Source: an optimization exercise on an open RTL-to-GDS flow (aim: small area, a short achievable clock period and few clock cycles per item). Production flows keep margins and buffers that such runs may drop.
Function not checked in this run: the RTL went through the layout flow alone.

===== flow/design.v =====
module arctan #
	(
		parameter integer C_S00_AXIS_TDATA_WIDTH	= 32,
		parameter integer C_M00_AXIS_TDATA_WIDTH	= 32,
    parameter integer ITERATIONS = 16
	)
	(
		input wire  s00_axis_aclk, s00_axis_aresetn,
		input wire  s00_axis_tlast, s00_axis_tvalid,
		input wire [C_S00_AXIS_TDATA_WIDTH-1 : 0] s00_axis_tdata,
		input wire [(C_S00_AXIS_TDATA_WIDTH/8)-1: 0] s00_axis_tstrb,
		output logic  s00_axis_tready,
		input wire  m00_axis_aclk, m00_axis_aresetn,
		input wire  m00_axis_tready,
		output logic  m00_axis_tvalid, m00_axis_tlast,
		output logic [C_M00_AXIS_TDATA_WIDTH-1 : 0] m00_axis_tdata,
		output logic [(C_M00_AXIS_TDATA_WIDTH/8)-1: 0] m00_axis_tstrb
	);
  logic ov;   
  wire adv = m00_axis_tready | ~ov;
  logic ovn;   
  assign s00_axis_tready = m00_axis_tready | ovn;
  wire signed [15:0] x_in = s00_axis_tdata[15:0];
  wire signed [15:0] y_in = s00_axis_tdata[31:16];
  logic s0_v;
  logic [4:0] s0_side;
  logic signed [15:0] s0_x, s0_y;
  logic [1:0] s0_q;
  logic s1_v;
  logic [4:0] s1_side;
  logic signed [15:0] s1_x, s1_y;
  logic [1:0] s1_q;
  logic [0:0] s1_b;
  logic s2_v;
  logic [4:0] s2_side;
  logic signed [15:0] s2_x, s2_y;
  logic [1:0] s2_q;
  logic [1:0] s2_b;
  logic s3_v;
  logic [4:0] s3_side;
  logic signed [15:0] s3_x, s3_y;
  logic [1:0] s3_q;
  logic [2:0] s3_b;
  logic s4_v;
  logic [4:0] s4_side;
  logic signed [15:0] s4_x, s4_y;
  logic [1:0] s4_q;
  logic [3:0] s4_b;
  logic s5_v;
  logic [4:0] s5_side;
  logic signed [15:0] s5_x, s5_y;
  logic [1:0] s5_q;
  logic [4:0] s5_b;
  logic s6_v;
  logic [4:0] s6_side;
  logic signed [15:0] s6_x, s6_y;
  logic [1:0] s6_q;
  logic [5:0] s6_b;
  logic s7_v;
  logic [4:0] s7_side;
  logic signed [15:0] s7_x, s7_y;
  logic [1:0] s7_q;
  logic [6:0] s7_b;
  logic s8_v;
  logic [4:0] s8_side;
  logic signed [15:0] s8_x, s8_y;
  logic [1:0] s8_q;
  logic [7:0] s8_b;
  logic s9_v;
  logic [4:0] s9_side;
  logic signed [15:0] s9_x, s9_y;
  logic [1:0] s9_q;
  logic [8:0] s9_b;
  logic s10_v;
  logic [4:0] s10_side;
  logic signed [15:0] s10_x, s10_y;
  logic [1:0] s10_q;
  logic [9:0] s10_b;
  logic s11_v;
  logic [4:0] s11_side;
  logic signed [15:0] s11_x, s11_y;
  logic [1:0] s11_q;
  logic [10:0] s11_b;
  logic s12_v;
  logic [4:0] s12_side;
  logic signed [15:0] s12_x, s12_y;
  logic [1:0] s12_q;
  logic [11:0] s12_b;
  logic s13_v;
  logic [4:0] s13_side;
  logic signed [15:0] s13_x, s13_y;
  logic [3:0] s13_kpc;
  logic signed [18:0] s13_kk;
  logic [1:0] s13_q;
  logic [12:0] s13_b;
  logic s14_v;
  logic [4:0] s14_side;
  logic signed [18:0] s14_r;
  logic signed [4:0] s14_pc;
  logic [1:0] s14_bl;
  wire c0_neg = x_in[15];
  wire c0_yneg = y_in[15];
  logic signed [15:0] c0_xf, c0_yf;
  assign c0_xf = (x_in ^ {16{c0_neg}}) + 16'(c0_neg);
  assign c0_yf = (y_in ^ {16{c0_neg}}) + 16'(c0_neg);
  always_ff @(posedge s00_axis_aclk) begin
    if (s00_axis_aresetn == 1'b0) s0_v <= 1'b0;
    else if (adv) s0_v <= s00_axis_tvalid;
  end
  always_ff @(posedge s00_axis_aclk) begin
    if (adv) begin
      s0_x <= c0_xf;
      s0_y <= c0_yf;
      s0_q <= {c0_neg, c0_yneg};
      s0_side <= {s00_axis_tlast, s00_axis_tstrb};
    end
  end
  wire c1_d0 = ~s0_y[15];   
  logic signed [15:0] c1_x1, c1_y1;
  logic signed [15:0] c1_x1_op;
  assign c1_x1_op = (s0_y >>> 0);
  logic [16:0] c1_x1_s;
  assign c1_x1_s = {s0_x, 1'b1} + {c1_x1_op ^ {16{~c1_d0}}, ~c1_d0};
  assign c1_x1 = c1_x1_s[16:1];
  logic signed [15:0] c1_y1_op;
  assign c1_y1_op = (s0_x >>> 0);
  logic [16:0] c1_y1_s;
  assign c1_y1_s = {s0_y, 1'b1} + {c1_y1_op ^ {16{c1_d0}}, c1_d0};
  assign c1_y1 = c1_y1_s[16:1];
  logic [0:0] c1_b;
  assign c1_b = {c1_d0};
  always_ff @(posedge s00_axis_aclk) begin
    if (s00_axis_aresetn == 1'b0) s1_v <= 1'b0;
    else if (adv) s1_v <= s0_v;
  end
  always_ff @(posedge s00_axis_aclk) begin
    if (adv) begin
      s1_x <= c1_x1;
      s1_y <= c1_y1;
      s1_q <= s0_q;
      s1_b <= c1_b;
      s1_side <= s0_side;
    end
  end
  wire c2_d1 = ~s1_y[15];   
  logic signed [15:0] c2_x2, c2_y2;
  logic signed [15:0] c2_x2_op;
  assign c2_x2_op = (s1_y >>> 1);
  logic [16:0] c2_x2_s;
  assign c2_x2_s = {s1_x, 1'b1} + {c2_x2_op ^ {16{~c2_d1}}, ~c2_d1};
  assign c2_x2 = c2_x2_s[16:1];
  logic signed [15:0] c2_y2_op;
  assign c2_y2_op = (s1_x >>> 1);
  logic [16:0] c2_y2_s;
  assign c2_y2_s = {s1_y, 1'b1} + {c2_y2_op ^ {16{c2_d1}}, c2_d1};
  assign c2_y2 = c2_y2_s[16:1];
  logic [1:0] c2_b;
  assign c2_b = {c2_d1, s1_b};
  always_ff @(posedge s00_axis_aclk) begin
    if (s00_axis_aresetn == 1'b0) s2_v <= 1'b0;
    else if (adv) s2_v <= s1_v;
  end
  always_ff @(posedge s00_axis_aclk) begin
    if (adv) begin
      s2_x <= c2_x2;
      s2_y <= c2_y2;
      s2_q <= s1_q;
      s2_b <= c2_b;
      s2_side <= s1_side;
    end
  end
  wire c3_d2 = ~s2_y[15];   
  logic signed [15:0] c3_x3, c3_y3;
  logic signed [15:0] c3_x3_op;
  assign c3_x3_op = (s2_y >>> 2);
  logic [16:0] c3_x3_s;
  assign c3_x3_s = {s2_x, 1'b1} + {c3_x3_op ^ {16{~c3_d2}}, ~c3_d2};
  assign c3_x3 = c3_x3_s[16:1];
  logic signed [15:0] c3_y3_op;
  assign c3_y3_op = (s2_x >>> 2);
  logic [16:0] c3_y3_s;
  assign c3_y3_s = {s2_y, 1'b1} + {c3_y3_op ^ {16{c3_d2}}, c3_d2};
  assign c3_y3 = c3_y3_s[16:1];
  logic [2:0] c3_b;
  assign c3_b = {c3_d2, s2_b};
  always_ff @(posedge s00_axis_aclk) begin
    if (s00_axis_aresetn == 1'b0) s3_v <= 1'b0;
    else if (adv) s3_v <= s2_v;
  end
  always_ff @(posedge s00_axis_aclk) begin
    if (adv) begin
      s3_x <= c3_x3;
      s3_y <= c3_y3;
      s3_q <= s2_q;
      s3_b <= c3_b;
      s3_side <= s2_side;
    end
  end
  wire c4_d3 = ~s3_y[15];   
  logic signed [15:0] c4_x4, c4_y4;
  logic signed [15:0] c4_x4_op;
  assign c4_x4_op = (s3_y >>> 3);
  logic [16:0] c4_x4_s;
  assign c4_x4_s = {s3_x, 1'b1} + {c4_x4_op ^ {16{~c4_d3}}, ~c4_d3};
  assign c4_x4 = c4_x4_s[16:1];
  logic signed [15:0] c4_y4_op;
  assign c4_y4_op = (s3_x >>> 3);
  logic [16:0] c4_y4_s;
  assign c4_y4_s = {s3_y, 1'b1} + {c4_y4_op ^ {16{c4_d3}}, c4_d3};
  assign c4_y4 = c4_y4_s[16:1];
  logic [3:0] c4_b;
  assign c4_b = {c4_d3, s3_b};
  always_ff @(posedge s00_axis_aclk) begin
    if (s00_axis_aresetn == 1'b0) s4_v <= 1'b0;
    else if (adv) s4_v <= s3_v;
  end
  always_ff @(posedge s00_axis_aclk) begin
    if (adv) begin
      s4_x <= c4_x4;
      s4_y <= c4_y4;
      s4_q <= s3_q;
      s4_b <= c4_b;
      s4_side <= s3_side;
    end
  end
  wire c5_d4 = ~s4_y[15];   
  logic signed [15:0] c5_x5, c5_y5;
  logic signed [15:0] c5_x5_op;
  assign c5_x5_op = (s4_y >>> 4);
  logic [16:0] c5_x5_s;
  assign c5_x5_s = {s4_x, 1'b1} + {c5_x5_op ^ {16{~c5_d4}}, ~c5_d4};
  assign c5_x5 = c5_x5_s[16:1];
  logic signed [15:0] c5_y5_op;
  assign c5_y5_op = (s4_x >>> 4);
  logic [16:0] c5_y5_s;
  assign c5_y5_s = {s4_y, 1'b1} + {c5_y5_op ^ {16{c5_d4}}, c5_d4};
  assign c5_y5 = c5_y5_s[16:1];
  logic [4:0] c5_b;
  assign c5_b = {c5_d4, s4_b};
  always_ff @(posedge s00_axis_aclk) begin
    if (s00_axis_aresetn == 1'b0) s5_v <= 1'b0;
    else if (adv) s5_v <= s4_v;
  end
  always_ff @(posedge s00_axis_aclk) begin
    if (adv) begin
      s5_x <= c5_x5;
      s5_y <= c5_y5;
      s5_q <= s4_q;
      s5_b <= c5_b;
      s5_side <= s4_side;
    end
  end
  wire c6_d5 = ~s5_y[15];   
  logic signed [15:0] c6_x6, c6_y6;
  logic signed [15:0] c6_x6_op;
  assign c6_x6_op = (s5_y >>> 5);
  logic [16:0] c6_x6_s;
  assign c6_x6_s = {s5_x, 1'b1} + {c6_x6_op ^ {16{~c6_d5}}, ~c6_d5};
  assign c6_x6 = c6_x6_s[16:1];
  logic signed [15:0] c6_y6_op;
  assign c6_y6_op = (s5_x >>> 5);
  logic [16:0] c6_y6_s;
  assign c6_y6_s = {s5_y, 1'b1} + {c6_y6_op ^ {16{c6_d5}}, c6_d5};
  assign c6_y6 = c6_y6_s[16:1];
  logic [5:0] c6_b;
  assign c6_b = {c6_d5, s5_b};
  always_ff @(posedge s00_axis_aclk) begin
    if (s00_axis_aresetn == 1'b0) s6_v <= 1'b0;
    else if (adv) s6_v <= s5_v;
  end
  always_ff @(posedge s00_axis_aclk) begin
    if (adv) begin
      s6_x <= c6_x6;
      s6_y <= c6_y6;
      s6_q <= s5_q;
      s6_b <= c6_b;
      s6_side <= s5_side;
    end
  end
  wire c7_d6 = ~s6_y[15];   
  logic signed [15:0] c7_x7, c7_y7;
  logic signed [15:0] c7_x7_op;
  assign c7_x7_op = (s6_y >>> 6);
  logic [16:0] c7_x7_s;
  assign c7_x7_s = {s6_x, 1'b1} + {c7_x7_op ^ {16{~c7_d6}}, ~c7_d6};
  assign c7_x7 = c7_x7_s[16:1];
  logic signed [15:0] c7_y7_op;
  assign c7_y7_op = (s6_x >>> 6);
  logic [16:0] c7_y7_s;
  assign c7_y7_s = {s6_y, 1'b1} + {c7_y7_op ^ {16{c7_d6}}, c7_d6};
  assign c7_y7 = c7_y7_s[16:1];
  logic [6:0] c7_b;
  assign c7_b = {c7_d6, s6_b};
  always_ff @(posedge s00_axis_aclk) begin
    if (s00_axis_aresetn == 1'b0) s7_v <= 1'b0;
    else if (adv) s7_v <= s6_v;
  end
  always_ff @(posedge s00_axis_aclk) begin
    if (adv) begin
      s7_x <= c7_x7;
      s7_y <= c7_y7;
      s7_q <= s6_q;
      s7_b <= c7_b;
      s7_side <= s6_side;
    end
  end
  wire c8_d7 = ~s7_y[15];   
  logic signed [15:0] c8_x8, c8_y8;
  logic signed [15:0] c8_x8_op;
  assign c8_x8_op = (s7_y >>> 7);
  logic [16:0] c8_x8_s;
  assign c8_x8_s = {s7_x, 1'b1} + {c8_x8_op ^ {16{~c8_d7}}, ~c8_d7};
  assign c8_x8 = c8_x8_s[16:1];
  logic signed [15:0] c8_y8_op;
  assign c8_y8_op = (s7_x >>> 7);
  logic [16:0] c8_y8_s;
  assign c8_y8_s = {s7_y, 1'b1} + {c8_y8_op ^ {16{c8_d7}}, c8_d7};
  assign c8_y8 = c8_y8_s[16:1];
  logic [7:0] c8_b;
  assign c8_b = {c8_d7, s7_b};
  always_ff @(posedge s00_axis_aclk) begin
    if (s00_axis_aresetn == 1'b0) s8_v <= 1'b0;
    else if (adv) s8_v <= s7_v;
  end
  always_ff @(posedge s00_axis_aclk) begin
    if (adv) begin
      s8_x <= c8_x8;
      s8_y <= c8_y8;
      s8_q <= s7_q;
      s8_b <= c8_b;
      s8_side <= s7_side;
    end
  end
  wire c9_d8 = ~s8_y[15];   
  logic signed [15:0] c9_x9, c9_y9;
  logic signed [15:0] c9_x9_op;
  assign c9_x9_op = (s8_y >>> 8);
  logic [16:0] c9_x9_s;
  assign c9_x9_s = {s8_x, 1'b1} + {c9_x9_op ^ {16{~c9_d8}}, ~c9_d8};
  assign c9_x9 = c9_x9_s[16:1];
  logic signed [15:0] c9_y9_op;
  assign c9_y9_op = (s8_x >>> 8);
  logic [16:0] c9_y9_s;
  assign c9_y9_s = {s8_y, 1'b1} + {c9_y9_op ^ {16{c9_d8}}, c9_d8};
  assign c9_y9 = c9_y9_s[16:1];
  logic [8:0] c9_b;
  assign c9_b = {c9_d8, s8_b};
  always_ff @(posedge s00_axis_aclk) begin
    if (s00_axis_aresetn == 1'b0) s9_v <= 1'b0;
    else if (adv) s9_v <= s8_v;
  end
  always_ff @(posedge s00_axis_aclk) begin
    if (adv) begin
      s9_x <= c9_x9;
      s9_y <= c9_y9;
      s9_q <= s8_q;
      s9_b <= c9_b;
      s9_side <= s8_side;
    end
  end
  wire c10_d9 = ~s9_y[15];   
  logic signed [15:0] c10_x10, c10_y10;
  logic signed [15:0] c10_x10_op;
  assign c10_x10_op = (s9_y >>> 9);
  logic [16:0] c10_x10_s;
  assign c10_x10_s = {s9_x, 1'b1} + {c10_x10_op ^ {16{~c10_d9}}, ~c10_d9};
  assign c10_x10 = c10_x10_s[16:1];
  logic signed [15:0] c10_y10_op;
  assign c10_y10_op = (s9_x >>> 9);
  logic [16:0] c10_y10_s;
  assign c10_y10_s = {s9_y, 1'b1} + {c10_y10_op ^ {16{c10_d9}}, c10_d9};
  assign c10_y10 = c10_y10_s[16:1];
  logic [9:0] c10_b;
  assign c10_b = {c10_d9, s9_b};
  always_ff @(posedge s00_axis_aclk) begin
    if (s00_axis_aresetn == 1'b0) s10_v <= 1'b0;
    else if (adv) s10_v <= s9_v;
  end
  always_ff @(posedge s00_axis_aclk) begin
    if (adv) begin
      s10_x <= c10_x10;
      s10_y <= c10_y10;
      s10_q <= s9_q;
      s10_b <= c10_b;
      s10_side <= s9_side;
    end
  end
  wire c11_d10 = ~s10_y[15];   
  logic signed [15:0] c11_x11, c11_y11;
  logic signed [15:0] c11_x11_op;
  assign c11_x11_op = (s10_y >>> 10);
  logic [16:0] c11_x11_s;
  assign c11_x11_s = {s10_x, 1'b1} + {c11_x11_op ^ {16{~c11_d10}}, ~c11_d10};
  assign c11_x11 = c11_x11_s[16:1];
  logic signed [15:0] c11_y11_op;
  assign c11_y11_op = (s10_x >>> 10);
  logic [16:0] c11_y11_s;
  assign c11_y11_s = {s10_y, 1'b1} + {c11_y11_op ^ {16{c11_d10}}, c11_d10};
  assign c11_y11 = c11_y11_s[16:1];
  logic [10:0] c11_b;
  assign c11_b = {c11_d10, s10_b};
  always_ff @(posedge s00_axis_aclk) begin
    if (s00_axis_aresetn == 1'b0) s11_v <= 1'b0;
    else if (adv) s11_v <= s10_v;
  end
  always_ff @(posedge s00_axis_aclk) begin
    if (adv) begin
      s11_x <= c11_x11;
      s11_y <= c11_y11;
      s11_q <= s10_q;
      s11_b <= c11_b;
      s11_side <= s10_side;
    end
  end
  wire c12_d11 = ~s11_y[15];   
  logic signed [15:0] c12_x12, c12_y12;
  logic signed [15:0] c12_x12_op;
  assign c12_x12_op = (s11_y >>> 11);
  logic [16:0] c12_x12_s;
  assign c12_x12_s = {s11_x, 1'b1} + {c12_x12_op ^ {16{~c12_d11}}, ~c12_d11};
  assign c12_x12 = c12_x12_s[16:1];
  logic signed [15:0] c12_y12_op;
  assign c12_y12_op = (s11_x >>> 11);
  logic [16:0] c12_y12_s;
  assign c12_y12_s = {s11_y, 1'b1} + {c12_y12_op ^ {16{c12_d11}}, c12_d11};
  assign c12_y12 = c12_y12_s[16:1];
  logic [11:0] c12_b;
  assign c12_b = {c12_d11, s11_b};
  always_ff @(posedge s00_axis_aclk) begin
    if (s00_axis_aresetn == 1'b0) s12_v <= 1'b0;
    else if (adv) s12_v <= s11_v;
  end
  always_ff @(posedge s00_axis_aclk) begin
    if (adv) begin
      s12_x <= c12_x12;
      s12_y <= c12_y12;
      s12_q <= s11_q;
      s12_b <= c12_b;
      s12_side <= s11_side;
    end
  end
  wire c13_d12 = ~s12_y[15];   
  logic signed [15:0] c13_x13, c13_y13;
  logic signed [15:0] c13_x13_op;
  assign c13_x13_op = (s12_y >>> 12);
  logic [16:0] c13_x13_s;
  assign c13_x13_s = {s12_x, 1'b1} + {c13_x13_op ^ {16{~c13_d12}}, ~c13_d12};
  assign c13_x13 = c13_x13_s[16:1];
  logic signed [15:0] c13_y13_op;
  assign c13_y13_op = (s12_x >>> 12);
  logic [16:0] c13_y13_s;
  assign c13_y13_s = {s12_y, 1'b1} + {c13_y13_op ^ {16{c13_d12}}, c13_d12};
  assign c13_y13 = c13_y13_s[16:1];
  logic signed [18:0] c13_k, c13_k0, c13_k1, c13_k2;
  assign c13_k0 = (s12_b[4] ? (s12_b[3] ? (s12_b[2] ? (s12_b[1] ? (s12_b[0] ? 19'sd53037 : 19'sd1567) : (s12_b[0] ? 19'sd22653 : -19'sd28817)) : (s12_b[1] ? (s12_b[0] ? 19'sd36983 : -19'sd14487) : (s12_b[0] ? 19'sd6599 : -19'sd44871))) : (s12_b[2] ? (s12_b[1] ? (s12_b[0] ? 19'sd44889 : -19'sd6581) : (s12_b[0] ? 19'sd14505 : -19'sd36965)) : (s12_b[1] ? (s12_b[0] ? 19'sd28835 : -19'sd22635) : (s12_b[0] ? -19'sd1549 : -19'sd53019)))) : (s12_b[3] ? (s12_b[2] ? (s12_b[1] ? (s12_b[0] ? 19'sd48947 : -19'sd2523) : (s12_b[0] ? 19'sd18563 : -19'sd32907)) : (s12_b[1] ? (s12_b[0] ? 19'sd32893 : -19'sd18577) : (s12_b[0] ? 19'sd2509 : -19'sd48961))) : (s12_b[2] ? (s12_b[1] ? (s12_b[0] ? 19'sd40799 : -19'sd10671) : (s12_b[0] ? 19'sd10415 : -19'sd41055)) : (s12_b[1] ? (s12_b[0] ? 19'sd24745 : -19'sd26725) : (s12_b[0] ? -19'sd5639 : -19'sd57109)))));
  assign c13_k1 = (s12_b[4] ? (s12_b[3] ? (s12_b[2] ? (s12_b[1] ? (s12_b[0] ? 19'sd155980 : 19'sd104510) : (s12_b[0] ? 19'sd125596 : 19'sd74126)) : (s12_b[1] ? (s12_b[0] ? 19'sd139926 : 19'sd88456) : (s12_b[0] ? 19'sd109542 : 19'sd58072))) : (s12_b[2] ? (s12_b[1] ? (s12_b[0] ? 19'sd147832 : 19'sd96362) : (s12_b[0] ? 19'sd117448 : 19'sd65978)) : (s12_b[1] ? (s12_b[0] ? 19'sd131778 : 19'sd80308) : (s12_b[0] ? 19'sd101394 : 19'sd49924)))) : (s12_b[3] ? (s12_b[2] ? (s12_b[1] ? (s12_b[0] ? 19'sd151890 : 19'sd100420) : (s12_b[0] ? 19'sd121506 : 19'sd70036)) : (s12_b[1] ? (s12_b[0] ? 19'sd135836 : 19'sd84366) : (s12_b[0] ? 19'sd105452 : 19'sd53982))) : (s12_b[2] ? (s12_b[1] ? (s12_b[0] ? 19'sd143742 : 19'sd92272) : (s12_b[0] ? 19'sd113358 : 19'sd61888)) : (s12_b[1] ? (s12_b[0] ? 19'sd127688 : 19'sd76218) : (s12_b[0] ? 19'sd97304 : 19'sd45834)))));
  assign c13_k2 = (s12_b[4] ? (s12_b[3] ? (s12_b[2] ? (s12_b[1] ? (s12_b[0] ? -19'sd49906 : -19'sd101376) : (s12_b[0] ? -19'sd80290 : -19'sd131760)) : (s12_b[1] ? (s12_b[0] ? -19'sd65960 : -19'sd117430) : (s12_b[0] ? -19'sd96344 : -19'sd147814))) : (s12_b[2] ? (s12_b[1] ? (s12_b[0] ? -19'sd58054 : -19'sd109524) : (s12_b[0] ? -19'sd88438 : -19'sd139908)) : (s12_b[1] ? (s12_b[0] ? -19'sd74108 : -19'sd125578) : (s12_b[0] ? -19'sd104492 : -19'sd155962)))) : (s12_b[3] ? (s12_b[2] ? (s12_b[1] ? (s12_b[0] ? -19'sd53996 : -19'sd105466) : (s12_b[0] ? -19'sd84380 : -19'sd135850)) : (s12_b[1] ? (s12_b[0] ? -19'sd70050 : -19'sd121520) : (s12_b[0] ? -19'sd100434 : -19'sd151904))) : (s12_b[2] ? (s12_b[1] ? (s12_b[0] ? -19'sd62144 : -19'sd113614) : (s12_b[0] ? -19'sd92528 : -19'sd143998)) : (s12_b[1] ? (s12_b[0] ? -19'sd78198 : -19'sd129668) : (s12_b[0] ? -19'sd108582 : -19'sd160052)))));
  assign c13_k = s12_q[1] ? (s12_q[0] ? c13_k2 : c13_k1) : c13_k0;
  logic [12:0] c13_bp;
  assign c13_bp = {~s12_y[15], s12_b};
  logic [3:0] c13_pc;
  assign c13_pc = (c13_bp[12] ? (c13_bp[11] ? (c13_bp[10] ? (c13_bp[9] ? (c13_bp[8] ? (c13_bp[7] ? (c13_bp[6] ? (c13_bp[5] ? 4'd8 : 4'd7) : (c13_bp[5] ? 4'd7 : 4'd6)) : (c13_bp[6] ? (c13_bp[5] ? 4'd7 : 4'd6) : (c13_bp[5] ? 4'd6 : 4'd5))) : (c13_bp[7] ? (c13_bp[6] ? (c13_bp[5] ? 4'd7 : 4'd6) : (c13_bp[5] ? 4'd6 : 4'd5)) : (c13_bp[6] ? (c13_bp[5] ? 4'd6 : 4'd5) : (c13_bp[5] ? 4'd5 : 4'd4)))) : (c13_bp[8] ? (c13_bp[7] ? (c13_bp[6] ? (c13_bp[5] ? 4'd7 : 4'd6) : (c13_bp[5] ? 4'd6 : 4'd5)) : (c13_bp[6] ? (c13_bp[5] ? 4'd6 : 4'd5) : (c13_bp[5] ? 4'd5 : 4'd4))) : (c13_bp[7] ? (c13_bp[6] ? (c13_bp[5] ? 4'd6 : 4'd5) : (c13_bp[5] ? 4'd5 : 4'd4)) : (c13_bp[6] ? (c13_bp[5] ? 4'd5 : 4'd4) : (c13_bp[5] ? 4'd4 : 4'd3))))) : (c13_bp[9] ? (c13_bp[8] ? (c13_bp[7] ? (c13_bp[6] ? (c13_bp[5] ? 4'd7 : 4'd6) : (c13_bp[5] ? 4'd6 : 4'd5)) : (c13_bp[6] ? (c13_bp[5] ? 4'd6 : 4'd5) : (c13_bp[5] ? 4'd5 : 4'd4))) : (c13_bp[7] ? (c13_bp[6] ? (c13_bp[5] ? 4'd6 : 4'd5) : (c13_bp[5] ? 4'd5 : 4'd4)) : (c13_bp[6] ? (c13_bp[5] ? 4'd5 : 4'd4) : (c13_bp[5] ? 4'd4 : 4'd3)))) : (c13_bp[8] ? (c13_bp[7] ? (c13_bp[6] ? (c13_bp[5] ? 4'd6 : 4'd5) : (c13_bp[5] ? 4'd5 : 4'd4)) : (c13_bp[6] ? (c13_bp[5] ? 4'd5 : 4'd4) : (c13_bp[5] ? 4'd4 : 4'd3))) : (c13_bp[7] ? (c13_bp[6] ? (c13_bp[5] ? 4'd5 : 4'd4) : (c13_bp[5] ? 4'd4 : 4'd3)) : (c13_bp[6] ? (c13_bp[5] ? 4'd4 : 4'd3) : (c13_bp[5] ? 4'd3 : 4'd2)))))) : (c13_bp[10] ? (c13_bp[9] ? (c13_bp[8] ? (c13_bp[7] ? (c13_bp[6] ? (c13_bp[5] ? 4'd7 : 4'd6) : (c13_bp[5] ? 4'd6 : 4'd5)) : (c13_bp[6] ? (c13_bp[5] ? 4'd6 : 4'd5) : (c13_bp[5] ? 4'd5 : 4'd4))) : (c13_bp[7] ? (c13_bp[6] ? (c13_bp[5] ? 4'd6 : 4'd5) : (c13_bp[5] ? 4'd5 : 4'd4)) : (c13_bp[6] ? (c13_bp[5] ? 4'd5 : 4'd4) : (c13_bp[5] ? 4'd4 : 4'd3)))) : (c13_bp[8] ? (c13_bp[7] ? (c13_bp[6] ? (c13_bp[5] ? 4'd6 : 4'd5) : (c13_bp[5] ? 4'd5 : 4'd4)) : (c13_bp[6] ? (c13_bp[5] ? 4'd5 : 4'd4) : (c13_bp[5] ? 4'd4 : 4'd3))) : (c13_bp[7] ? (c13_bp[6] ? (c13_bp[5] ? 4'd5 : 4'd4) : (c13_bp[5] ? 4'd4 : 4'd3)) : (c13_bp[6] ? (c13_bp[5] ? 4'd4 : 4'd3) : (c13_bp[5] ? 4'd3 : 4'd2))))) : (c13_bp[9] ? (c13_bp[8] ? (c13_bp[7] ? (c13_bp[6] ? (c13_bp[5] ? 4'd6 : 4'd5) : (c13_bp[5] ? 4'd5 : 4'd4)) : (c13_bp[6] ? (c13_bp[5] ? 4'd5 : 4'd4) : (c13_bp[5] ? 4'd4 : 4'd3))) : (c13_bp[7] ? (c13_bp[6] ? (c13_bp[5] ? 4'd5 : 4'd4) : (c13_bp[5] ? 4'd4 : 4'd3)) : (c13_bp[6] ? (c13_bp[5] ? 4'd4 : 4'd3) : (c13_bp[5] ? 4'd3 : 4'd2)))) : (c13_bp[8] ? (c13_bp[7] ? (c13_bp[6] ? (c13_bp[5] ? 4'd5 : 4'd4) : (c13_bp[5] ? 4'd4 : 4'd3)) : (c13_bp[6] ? (c13_bp[5] ? 4'd4 : 4'd3) : (c13_bp[5] ? 4'd3 : 4'd2))) : (c13_bp[7] ? (c13_bp[6] ? (c13_bp[5] ? 4'd4 : 4'd3) : (c13_bp[5] ? 4'd3 : 4'd2)) : (c13_bp[6] ? (c13_bp[5] ? 4'd3 : 4'd2) : (c13_bp[5] ? 4'd2 : 4'd1))))))) : (c13_bp[11] ? (c13_bp[10] ? (c13_bp[9] ? (c13_bp[8] ? (c13_bp[7] ? (c13_bp[6] ? (c13_bp[5] ? 4'd7 : 4'd6) : (c13_bp[5] ? 4'd6 : 4'd5)) : (c13_bp[6] ? (c13_bp[5] ? 4'd6 : 4'd5) : (c13_bp[5] ? 4'd5 : 4'd4))) : (c13_bp[7] ? (c13_bp[6] ? (c13_bp[5] ? 4'd6 : 4'd5) : (c13_bp[5] ? 4'd5 : 4'd4)) : (c13_bp[6] ? (c13_bp[5] ? 4'd5 : 4'd4) : (c13_bp[5] ? 4'd4 : 4'd3)))) : (c13_bp[8] ? (c13_bp[7] ? (c13_bp[6] ? (c13_bp[5] ? 4'd6 : 4'd5) : (c13_bp[5] ? 4'd5 : 4'd4)) : (c13_bp[6] ? (c13_bp[5] ? 4'd5 : 4'd4) : (c13_bp[5] ? 4'd4 : 4'd3))) : (c13_bp[7] ? (c13_bp[6] ? (c13_bp[5] ? 4'd5 : 4'd4) : (c13_bp[5] ? 4'd4 : 4'd3)) : (c13_bp[6] ? (c13_bp[5] ? 4'd4 : 4'd3) : (c13_bp[5] ? 4'd3 : 4'd2))))) : (c13_bp[9] ? (c13_bp[8] ? (c13_bp[7] ? (c13_bp[6] ? (c13_bp[5] ? 4'd6 : 4'd5) : (c13_bp[5] ? 4'd5 : 4'd4)) : (c13_bp[6] ? (c13_bp[5] ? 4'd5 : 4'd4) : (c13_bp[5] ? 4'd4 : 4'd3))) : (c13_bp[7] ? (c13_bp[6] ? (c13_bp[5] ? 4'd5 : 4'd4) : (c13_bp[5] ? 4'd4 : 4'd3)) : (c13_bp[6] ? (c13_bp[5] ? 4'd4 : 4'd3) : (c13_bp[5] ? 4'd3 : 4'd2)))) : (c13_bp[8] ? (c13_bp[7] ? (c13_bp[6] ? (c13_bp[5] ? 4'd5 : 4'd4) : (c13_bp[5] ? 4'd4 : 4'd3)) : (c13_bp[6] ? (c13_bp[5] ? 4'd4 : 4'd3) : (c13_bp[5] ? 4'd3 : 4'd2))) : (c13_bp[7] ? (c13_bp[6] ? (c13_bp[5] ? 4'd4 : 4'd3) : (c13_bp[5] ? 4'd3 : 4'd2)) : (c13_bp[6] ? (c13_bp[5] ? 4'd3 : 4'd2) : (c13_bp[5] ? 4'd2 : 4'd1)))))) : (c13_bp[10] ? (c13_bp[9] ? (c13_bp[8] ? (c13_bp[7] ? (c13_bp[6] ? (c13_bp[5] ? 4'd6 : 4'd5) : (c13_bp[5] ? 4'd5 : 4'd4)) : (c13_bp[6] ? (c13_bp[5] ? 4'd5 : 4'd4) : (c13_bp[5] ? 4'd4 : 4'd3))) : (c13_bp[7] ? (c13_bp[6] ? (c13_bp[5] ? 4'd5 : 4'd4) : (c13_bp[5] ? 4'd4 : 4'd3)) : (c13_bp[6] ? (c13_bp[5] ? 4'd4 : 4'd3) : (c13_bp[5] ? 4'd3 : 4'd2)))) : (c13_bp[8] ? (c13_bp[7] ? (c13_bp[6] ? (c13_bp[5] ? 4'd5 : 4'd4) : (c13_bp[5] ? 4'd4 : 4'd3)) : (c13_bp[6] ? (c13_bp[5] ? 4'd4 : 4'd3) : (c13_bp[5] ? 4'd3 : 4'd2))) : (c13_bp[7] ? (c13_bp[6] ? (c13_bp[5] ? 4'd4 : 4'd3) : (c13_bp[5] ? 4'd3 : 4'd2)) : (c13_bp[6] ? (c13_bp[5] ? 4'd3 : 4'd2) : (c13_bp[5] ? 4'd2 : 4'd1))))) : (c13_bp[9] ? (c13_bp[8] ? (c13_bp[7] ? (c13_bp[6] ? (c13_bp[5] ? 4'd5 : 4'd4) : (c13_bp[5] ? 4'd4 : 4'd3)) : (c13_bp[6] ? (c13_bp[5] ? 4'd4 : 4'd3) : (c13_bp[5] ? 4'd3 : 4'd2))) : (c13_bp[7] ? (c13_bp[6] ? (c13_bp[5] ? 4'd4 : 4'd3) : (c13_bp[5] ? 4'd3 : 4'd2)) : (c13_bp[6] ? (c13_bp[5] ? 4'd3 : 4'd2) : (c13_bp[5] ? 4'd2 : 4'd1)))) : (c13_bp[8] ? (c13_bp[7] ? (c13_bp[6] ? (c13_bp[5] ? 4'd4 : 4'd3) : (c13_bp[5] ? 4'd3 : 4'd2)) : (c13_bp[6] ? (c13_bp[5] ? 4'd3 : 4'd2) : (c13_bp[5] ? 4'd2 : 4'd1))) : (c13_bp[7] ? (c13_bp[6] ? (c13_bp[5] ? 4'd3 : 4'd2) : (c13_bp[5] ? 4'd2 : 4'd1)) : (c13_bp[6] ? (c13_bp[5] ? 4'd2 : 4'd1) : (c13_bp[5] ? 4'd1 : 4'd0))))))));
  logic [12:0] c13_b;
  assign c13_b = {c13_d12, s12_b};
  always_ff @(posedge s00_axis_aclk) begin
    if (s00_axis_aresetn == 1'b0) s13_v <= 1'b0;
    else if (adv) s13_v <= s12_v;
  end
  always_ff @(posedge s00_axis_aclk) begin
    if (adv) begin
      s13_x <= c13_x13;
      s13_y <= c13_y13;
      s13_kpc <= c13_pc;
      s13_kk <= c13_k;
      s13_q <= s12_q;
      s13_b <= c13_b;
      s13_side <= s12_side;
    end
  end
  wire c14_d13 = ~s13_y[15];   
  logic signed [15:0] c14_y14;
  logic signed [15:0] c14_y14_op;
  assign c14_y14_op = (s13_x >>> 13);
  logic [16:0] c14_y14_s;
  assign c14_y14_s = {s13_y, 1'b1} + {c14_y14_op ^ {16{c14_d13}}, c14_d13};
  assign c14_y14 = c14_y14_s[16:1];
  wire c14_d14 = ~c14_y14[15];   
  logic signed [18:0] c14_k;
  assign c14_k = s13_kk;
  logic [18:0] c14_bv;
  assign c14_bv = {1'b0, 1'b0, 1'b0, 1'b0, 1'b0, 1'b0, 1'b0, s13_b[5], s13_b[6], s13_b[7], s13_b[8], s13_b[9], s13_b[10], s13_b[11], s13_b[12], 1'b0, 1'b0, 1'b0, 1'b0};
  logic signed [18:0] c14_r;
  logic [8:0] c14_lo;
  assign c14_lo = {1'b0, c14_k[11:4]} + {1'b0, c14_bv[11:4]};
  logic [6:0] c14_h0, c14_h1;
  assign c14_h0 = c14_k[18:12];
  assign c14_h1 = c14_k[18:12] + 7'd1;
  assign c14_r = {c14_lo[8] ? c14_h1 : c14_h0, c14_lo[7:0], c14_k[3:0]};
  logic [3:0] c14_pc;
  assign c14_pc = s13_kpc;
  logic signed [4:0] c14_t;
  assign c14_t = {3'b000, ~s13_y[15], ~s13_y[15]} - {1'b0, c14_pc};
  logic [14:0] c14_b;
  assign c14_b = {c14_d14, c14_d13, s13_b};
  always_ff @(posedge s00_axis_aclk) begin
    if (s00_axis_aresetn == 1'b0) s14_v <= 1'b0;
    else if (adv) s14_v <= s13_v;
  end
  always_ff @(posedge s00_axis_aclk) begin
    if (adv) begin
      s14_r <= c14_r;
      s14_pc <= c14_t;
      s14_bl <= c14_b[14:13];
      s14_side <= s13_side;
    end
  end
  logic signed [18:0] c15_ph;
  logic [18:0] c15_su;
  assign c15_su = {s14_r[18:1], 1'b1} + {18'(s14_pc), s14_bl[1]};
  assign c15_ph = {c15_su[18:1], s14_r[0]};
  logic signed [18:0] o_ph;
  logic [4:0] o_side;
  always_ff @(posedge s00_axis_aclk) begin
    if (s00_axis_aresetn == 1'b0) ov <= 1'b0;
    else if (adv) ov <= s14_v;
  end
  always_ff @(posedge s00_axis_aclk) begin
    if (s00_axis_aresetn == 1'b0) ovn <= 1'b1;
    else if (adv) ovn <= ~s14_v;
  end
  always_ff @(posedge s00_axis_aclk) begin
    if (adv) begin
      o_ph <= c15_ph;
      o_side <= s14_side;
    end
  end
  assign m00_axis_tvalid = ov;
  logic [3:0] o_sx;
  always_ff @(posedge s00_axis_aclk) begin
    o_sx[0] <= adv ? c15_ph[18] : o_ph[18];
    for (int i = 1; i < 4; i++) o_sx[i] <= adv ? c15_ph[18] : o_sx[i-1];
  end
  assign m00_axis_tdata = {o_sx[3], o_sx[3], o_sx[3], o_sx[2], o_sx[2], o_sx[2], o_sx[1], o_sx[1], o_sx[1], o_sx[0], o_sx[0], o_sx[0], o_sx[0], o_ph};
  assign m00_axis_tlast = o_side[4];
  assign m00_axis_tstrb = o_side[3:0];
endmodule

===== flow/run.sh =====
#!/bin/bash
# synth_recipe.tcl (not shown) runs the flow's synth.tcl, then flattens the netlist and writes it again
# the make line also repeats each setting of config.mk as NAME=value (left out here)
make -C /OpenROAD-flow-scripts/flow DESIGN_CONFIG=/design/flow/config.mk WORK_HOME=/design/flow/orfs CLKGATE_MAP_FILE= SYNTH_SCRIPT=/design/flow/synth_recipe.tcl finish

===== flow/config.mk =====
export PLATFORM = sky130hd
export DESIGN_NAME = arctan
export DESIGN_NICKNAME = arctan
export VERILOG_FILES = /design/flow/design.v
export SDC_FILE = /design/flow/constraint.sdc
export NUM_CORES = 4
export LEC_CHECK = 0
export ABC_AREA = 1
export CAP_MARGIN = 20
export CORE_MARGIN = 2
export CORE_UTILIZATION = 40
export CTS_CLUSTER_DIAMETER = 70
export CTS_CLUSTER_SIZE = 40
export SETUP_SLACK_MARGIN = 2.5
export SLEW_MARGIN = 20

===== flow/constraint.sdc =====
create_clock -name core_clock -period 5.0 [get_ports {s00_axis_aclk}]
set_input_delay 1.0000 -clock core_clock [delete_from_list [all_inputs] [get_ports {s00_axis_aclk}]]
set_output_delay 1.0000 -clock core_clock [all_outputs]
set_load 0.01 [all_outputs]

==> results.txt <==
[synth_stat cells, types with 4 or more instances]
| master | count |
|---|---|
| nand2_1 | 1171 |
| edfxtp_1 | 694 |
| inv_1 | 438 |
| ha_1 | 379 |
| nor2_1 | 362 |
| xor2_1 | 360 |
| a21oi_1 | 345 |
| nand3_1 | 327 |
| xnor2_1 | 251 |
| o21ai_0 | 194 |
| a21o_1 | 87 |
| nor3_1 | 54 |
| nand4_1 | 37 |
| buf_2 | 35 |
| a31oi_1 | 31 |
| o21bai_1 | 30 |
| dfxtp_1 | 21 |
| o211ai_1 | 20 |
| nand3b_1 | 15 |
| clkbuf_1 | 14 |
| buf_4 | 13 |
| o21a_1 | 11 |
| o31ai_1 | 10 |
| and2_1 | 9 |
| nor4_1 | 8 |
| a21boi_0 | 7 |
| nor2_2 | 5 |
| o22ai_1 | 5 |
| or2_2 | 4 |
[routing by layer]
layer | vias up | share of wire [%] | global-route usage [%]
met4 | 0 | 1.9 | 3.57
met2 | 510 | 47 | 28.9
li1 | 17400 | - | -
met3 | 116 | 3.5 | 2.15
met5 | - | 0 | 0
met1 | 15500 | 48 | 23.6
[area by class of cell]
type,instances,area (um^2),share of cell area [%]
clock buffer,56,1400,2.69
clock inverter,48,871,1.67
inverter,439,1670,3.21
multi-input combinational,3755,23300,44.8
sequential,715,21300,40.8
tap,1512,1890,3.63
timing repair buffer,179,1640,3.16
timing repair inverter,1,16.3,0.0312
[metrics by stage]
step	hold WS, ns	std cells	util [%]	instance area, um^2
final	0.360	6705	45.6	52100
after global routing	0.384	6705	45.6	52100
after CTS	0.361	6663	44.9	51300
after detailed placement	0.405	6523	42.6	48600
after global placement	0.401	6523	42.6	48600
after floorplan	0.400	4976	-	46100
[final timing paths]
path,start,end,cells after the start
max,m00_axis_tready,s00_axis_tready,3
min,s4_b[3]$_DFFE_PN_,s5_b[3]$_DFFE_PN_,0
max reg2reg,s6_y[15]$_DFFE_PN_,s7_x[13]$_DFFE_PN_,10
min reg2reg,s4_b[3]$_DFFE_PN_,s5_b[3]$_DFFE_PN_,0
[cells in the final DEF (no fill, tap or decap), drive strengths merged, types with 21 or more instances in the layout]
| cell | Yosys | routed |
|---|---|---|
| nor2 | 367 | 367 |
| edfxtp | 694 | 694 |
| buf | 53 | 102 |
| nor3 | 57 | 57 |
| clkinv | 1 | 24 |
| xnor2 | 252 | 253 |
| a31oi | 31 | 31 |
| ha | 379 | 379 |
| nand2 | 1173 | 1173 |
| nand3 | 328 | 328 |
| o21bai | 30 | 30 |
| clkdlybuf4s50 | 0 | 38 |
| a21oi | 345 | 345 |
| nand4 | 38 | 38 |
| a21o | 87 | 87 |
| dlygate4sd2 | 0 | 31 |
| clkbuf | 15 | 56 |
| dfxtp | 21 | 21 |
| xor2 | 362 | 362 |
| o21ai | 198 | 198 |
| inv | 438 | 464 |
[timing repair]
item                                    in CTS  in global routing
buffers inserted                            35                 41
pin swaps                                    2                 19
resized for setup                           57                133
endpoints found under the setup margin     794                467
cloned                                       1                  1
[worst max-delay path, delay by kind of cell]
family        cells  cell delay (ns)
simple gates      1             0.30
buf+inv           2             0.35
[cell families (layout without fill, tap and decap cells)]
family                   count (synthesis)  count (layout)  share of synthesized area (%)
XOR/XNOR                               614             615                           11.7
multiplexers                             1               1                         0.0245
AO/OA/AOI/OAI                          756             756                           9.32
adder cells (fa/ha/maj)                382             382                           10.4
flip-flops                             715             715                           46.2
buffers and inverters                  507             723                           4.43
AND/OR/NAND/NOR                       2001            2001                           17.9
==> impl_summary.txt <==
----------------------------------------------------
[Synth]
  #FFs+latches synth ... 715
  Synth warn ... 1
  Register area share after synthesis ... 46.2%
  Net count of the mapped netlist ... 5,401
  Cell area after synthesis ... 46,000 um^2
  Top cell type by total area after synthesis ... edfxtp_1
  Post-synthesis async set-or-reset flop share ... 0%
  Most common flop cell mapped by yosys ... edfxtp_1
  Cell types occupying the most area after synthesis ... edfxtp_1, ha_1, nand2_1, xor2_1, xnor2_1
  Distinct cells, synth ... 55
  Post-synthesis average cell area ... 9.25 um^2
  Area share of the leading cell type in the synthesized netlist ... 45.3%
  Count of flip-flops with a built-in enable after synthesis ... 694
  Instance count of the mapped netlist ... 4,976

[Critical path]
  Data required time at the worst endpoint ... 4.00 ns
  Cells along the critical path ... clkdlybuf4s15_1 -> or2_2 -> buf_2
  Highest cell delay on the worst timing path ... 0.30 ns
  Worst setup EP type ... output pin
  Maximum fanout encountered on the critical timing path ... 2
  Slowest CP cell ... or2_2
  Signal arrival time at the worst endpoint ... 1.64 ns
  R2r setup slk ... 2.56 ns
  Launching element type of the critical path ... input pin
  Critical path type ... in -> out

[Timing]
  Final worst-path cycle share ... 52.9%
  Number of max-slew violations in the final report ... 0
  Maximum clock skew at final layout ... 0.0914 ns
  Smallest setup slack after layout ... 2.36 ns
  Setup Total Neg Slack ... 0 ns
  RSZ-0062 raised after global routing ... true
  Hold violation count in the final report ... 0
  F_max ... 378 MHz
  Transition time at the pin with the least slew margin ... 0.887 ns
  Final Critical Period ... 2.64 ns
  Number of setup violations in the final report ... 0
  Slew HR ... 40.2%

[Global route]
  Largest net degree at the start of global routing ... 96
  Wire length of the first global-routing pass ... 165,000 um
  Total global routing track utilization ... 17.1%
  Initial antenna violation count ... 0
  Number of global-route vias before repair ... 31,900
  GRT overflow ... 0

[Cells and area]
  Number of fillers in the final layout ... 11,000
  Diode insertion count for antenna repair ... 0
  Registers with the highest flip-flop counts ... o_ph (19), s13_kk (19), s14_r (19)
  Share of final-layout standard cells stronger than drive strength 1 ... 6.03%
  # nets final ... 5,571
  Synth-to-Final Area Change ... 13.1%

[Floorplanning]
  Ports placed on the boundary ... 82
  Row count ... 124
  Die width ... 343 um
  Effective utilization at floorplan ... 40.3%
  Height of the chip ... 343 um
  Placeable core area ... 114,000 um^2
  Die outline area ... 118,000 um^2

[Clock network]
  H-tree depth ... 2
  Clock buffer depth ... 3
  CTS Buf Count ... 55
  Cell at the root of the clock tree ... clkbuf_16
  CTS clk-pin slew, worst paths ... 0.09 ns
  Number of clock sinks ... 715
  Number of hold buffers added after CTS ... 0
  CTS tree ... yes
  Clock insertion delay at the later pin of the skew report ... 0.71 ns

[Placement]
  HPWL Detailed ... 77,700 um
  Pre-CTS WS ... 1.49 ns
  GPL Wtd Cong ... 0.867
  Total of buffers placed on input and output ports ... 79

[Detailed routing]
  Final wirelength ... 102,000 um
  DRT antenna net count ... 0
  Detailed-routing iteration count for the pre-antenna-repair pass ... 8
  DRC ... 0
  Per-cell routed wire length ... 15.2 um
  Number of DRC markers in iteration 0 ... 2,405
  Routed vias ... 33,500
  Vias per cell ... 5.00

[Outcome]
  Result of the run ... complete, no violations

[Flow run]
  Max capacitance violation total ... 0

[Min path]
  Path category of the worst min-delay check ... reg -> reg

----------------------------------------------------

## afterwards: timing with drivers on the ports
Ports are ideal in the flow. The routed layout listed here was re-timed in OpenROAD. Step 1, drivers: a clkbuf_16 drives s00_axis_aclk and a buf_2 each remaining input, both assumed. Step 2 also shifts input and output timing later by t, the mid clock arrival at the registers, as if the neighbouring blocks saw the same clock. a / b / c = no drivers / after step 1 / after step 2; a / b = the first two.
t (ns): 0.731
setup WS [ns]: 2.357 / 2.330 / 1.817
latest minus earliest clock arrival (ns): 0.093 / 0.094
worst register clock-pin slew, ns: 0.11 / 0.11
After both steps this run still meets setup and hold. For this run, drivers alone change the setup slack by -0.027 ns; drivers and shift together by -0.540 ns.
